Context: an optimization exercise on an open-source flow, tuned for small area, a short achievable clock period and few clock cycles per item. The choices shown serve that exercise and are no tape-out recipe.
RTL that was checked went through simulation tests only; none was proved equivalent to the original.

## sigmoid_unit
module sigmoid_unit (
    input  wire               clk,
    input  wire               rst,
    input  wire               in_valid,
    input  wire signed [15:0] net_in,
    output wire               out_valid,
    output wire signed [31:0] f_net,
    output wire signed [31:0] x,
    output wire signed [31:0] y,
    output wire signed [31:0] z
);
==> flow/config.mk <==
export PLATFORM = sky130hd
export DESIGN_NAME = sigmoid_unit
export DESIGN_NICKNAME = sigmoid_unit
export VERILOG_FILES = /design/flow/design.v
export SDC_FILE = /design/flow/constraint.sdc
export NUM_CORES = 4
export LEC_CHECK = 0
export ABC_AREA = 1
export CAP_MARGIN = 20
export CORE_MARGIN = 2
export CORE_UTILIZATION = 40
export SLEW_MARGIN = 20
==> flow/constraint.sdc <==
create_clock -name core_clock -period 62.0 [get_ports {clk}]
set_input_delay 12.4000 -clock core_clock [delete_from_list [all_inputs] [get_ports {clk}]]
set_output_delay 12.4000 -clock core_clock [all_outputs]
set_load 0.01 [all_outputs]
standard.sh (not shown) runs the stock make flow with config.mk's settings and CLKGATE_MAP_FILE= SYNTH_SCRIPT=/design/flow/synth_recipe.tcl, a recipe that flattens the netlist after the stock synthesis.
==> flow/flow/run.sh <==
#!/bin/bash
set -euo pipefail
export BUFFER_PORTS_ARGS="-buffer_cell sky130_fd_sc_hd__buf_1"
# one tie cell drives all constant outputs
export SKIP_REPAIR_TIE_FANOUT=1
# stronger flip-flops where one drives several output buffers
export POST_GLOBAL_PLACE_TCL=$PWD/flow/upsize_out_ff.tcl UPSIZE_FF4_MIN=4 UPSIZE_FF2_MIN=2
bash standard.sh > standard.log 2>&1
==> flow/flow/upsize_out_ff.tcl <==
# Give the flip-flops that drive several output-port buffers (the copies of
# the sign bits, and the z bits that also drive f_net) a stronger drive.
set block [ord::get_db_block]
set n_up 0
foreach inst [$block getInsts] {
  if {[[$inst getMaster] getName] ne "sky130_fd_sc_hd__dfxtp_1"} { continue }
  set q [$inst findITerm Q]
  set net [$q getNet]
  if {$net eq "NULL"} { continue }
  set nout 0
  foreach it [$net getITerms] {
    if {[string match "output*" [[$it getInst] getName]]} { incr nout }
  }
  if {$nout >= $::env(UPSIZE_FF4_MIN)} {
    replace_cell [$inst getName] sky130_fd_sc_hd__dfxtp_4
    incr n_up
  } elseif {$nout >= $::env(UPSIZE_FF2_MIN)} {
    replace_cell [$inst getName] sky130_fd_sc_hd__dfxtp_2
    incr n_up
  }
}
puts "upsize_out_ff: resized $n_up flip-flops"
Testbench counts at the start, summed over its fixed seeds: cycles 16,024, items 16,000.
Edit:
--- a/flow/design.v
+++ b/flow/design.v
@@ -306,25 +306,24 @@
 assign qh1[3] = qh1_p[4] ^ qh1_g1_3;
 assign qh1[4] = qh1_p[5] ^ qh1_g2_4;
 assign qh1[5] = qh1_p[6] ^ qh1_g2_5;
 assign qh1[6] = qh1_p[7] ^ qh1_g2_6;
 assign qh1[7] = qh1_p[8] ^ qh1_g2_7;
 assign qh1[8] = qh1_p[9] ^ qh1_g3_8;
 assign qh1[9] = qh1_p[10] ^ qh1_g3_9;
 wire [9:0]  yv  = s1 ? (q0 ? {nv[8:0], 1'b0} : {~v, 1'b1}) : {v, ~q0};
 wire [9:0]  zv  = s1 ? (q0 ? qh1 : {1'b0, qh}) : zp;
 wire        yneg0 = s1 & (d1 >= 16'd1002);
 wire        yneg1 = s1 & (d1 != 16'd1001);
 wire        yneg2 = s1 & ((|d1[15:10]) | (d1[9:0] >= 10'd1002));
-wire        yneg3 = s1 & (d1[15:1] != 15'd500);
 wire [15:0] nn;
 wire [16:0] nn_p, nn_g;
 assign nn_g[0] = 1'b0; assign nn_p[0] = 1'b0;
 assign nn_p[1] = (d1[0] ^ s1) ^ (s1); assign nn_g[1] = (d1[0] ^ s1) & (s1);
 assign nn_p[2] = (d1[1] ^ s1) ^ (1'b0); assign nn_g[2] = (d1[1] ^ s1) & (1'b0);
 assign nn_p[3] = (d1[2] ^ s1) ^ (1'b0); assign nn_g[3] = (d1[2] ^ s1) & (1'b0);
 assign nn_p[4] = (d1[3] ^ s1) ^ (1'b1); assign nn_g[4] = (d1[3] ^ s1) & (1'b1);
 assign nn_p[5] = (d1[4] ^ s1) ^ (~s1); assign nn_g[5] = (d1[4] ^ s1) & (~s1);
 assign nn_p[6] = (d1[5] ^ s1) ^ (s1); assign nn_g[6] = (d1[5] ^ s1) & (s1);
 assign nn_p[7] = (d1[6] ^ s1) ^ (s1); assign nn_g[7] = (d1[6] ^ s1) & (s1);
 assign nn_p[8] = (d1[7] ^ s1) ^ (s1); assign nn_g[8] = (d1[7] ^ s1) & (s1);
 assign nn_p[9] = (d1[8] ^ s1) ^ (s1); assign nn_g[9] = (d1[8] ^ s1) & (s1);
@@ -558,44 +557,44 @@
 assign xx[11] = xx_p[12] ^ xx_g10_11;
 assign xx[12] = xx_p[13] ^ xx_g11_12;
 assign xx[13] = xx_p[14] ^ xx_g12_13;
 assign xx[14] = xx_p[15] ^ xx_g13_14;
 assign xx[15] = xx_p[16] ^ xx_g14_15;
 assign xx[16] = xx_p[17] ^ xx_g15_16;
 assign xx[17] = xx_p[18] ^ xx_g16_17;
 assign xx[18] = xx_p[19] ^ xx_g17_18;
 assign xx[19] = xx_p[20] ^ xx_g18_19;
 assign xx[20] = xx_p[21] ^ xx_g19_20;
 assign xx[21] = xx_p[22] ^ xx_g20_21;
 reg        vo;
-reg [1:0] xs;
-reg [3:0] ys;
+reg [2:0] xs;
+reg [2:0] ys;
 reg [21:0] xr;
 reg [9:0]  yr;
 reg [9:0]  zr;
 always @(posedge clk) begin
     vo <= v1 & ~rst;
     xs[0] <= s1;
     xs[1] <= s1 & (d1 != 16'd1000);
+    xs[2] <= nn[15];
     ys[0] <= yneg0;
     ys[1] <= yneg1;
     ys[2] <= yneg2;
-    ys[3] <= yneg3;
     xr <= xx;
     yr <= yv;
     zr <= zv;
 end
 assign out_valid = vo;
-assign x     = {xs[0], xs[0], xs[0], xs[0], xs[1], xs[1], xs[1], xr, 3'b000};
-assign y     = {ys[0], ys[0], ys[0], ys[0], ys[0], ys[0], ys[1], ys[1], ys[1], ys[1], ys[1], ys[2], ys[2], ys[2], ys[2], ys[2], ys[2], ys[3], ys[3], ys[3], ys[3], ys[3], yr};
+assign x     = {xs[0], xs[0], xs[0], xs[1], xs[1], xs[2], xs[2], xr, 3'b000};
+assign y     = {ys[0], ys[0], ys[0], ys[0], ys[0], ys[0], ys[0], ys[0], ys[1], ys[1], ys[1], ys[1], ys[1], ys[1], ys[1], ys[2], ys[2], ys[2], ys[2], ys[2], ys[2], ys[2], yr};
 assign z     = {21'd0, zr, yr[0]};
 assign f_net = {22'd0, zr};
 endmodule
 module pfxi_row_h3_r11_11_11 (
     input  wire [10:0] t,
     input  wire [10:0] d,
     input  wire        hz,
     output wire        ge,
     output wire [10:0] r
 );
 wire [10:0] dd = d;
 wire [10:0] p = t ^ dd;    
Effect:
- worst hold slack is better by 0.0031 ns
- cell count is higher by 7.8%
- die area is higher by 3.6%
- utilization is higher by 0.16 points
- count of clock-buffer cells in the layout is higher by 1
- routed wire length is higher by 13%
No functional check of the RTL was part of the second run of this note.

separate check: timing with driven ports:
In the flow no input, the clock included, has a driving cell. The finished layouts below were timed again as built, in two steps.
Step 1: set_driving_cell puts a clkbuf_16 on clk and a buf_2 on each other input, an assumption about the parent block.
Step 2, shift: input delay + t, output delay - t, t = (earliest + latest rising clock arrival at the registers) / 2. This alone moves slack from input paths to output paths.
Three values: ideal ports, drivers, drivers and shift; two values: the first two.
| run | shift t [ns] | slack for setup (ns) | hold WS [ns] | slew at the worst register clock pin (ns) | pins driven straight from the clock port |
|---|---|---|---|---|---|
| the first run | 0.394 | 48.719 / 48.678 / 49.071 | 0.401 / 0.401 / 0.401 | 0.08 / 0.08 | 1 |
| the second run | 0.400 | 46.463 / 46.463 / 46.463 | 0.405 / 0.405 / 0.405 | 0.08 / 0.08 | 1 |
After both steps setup and hold are still met in every run listed.
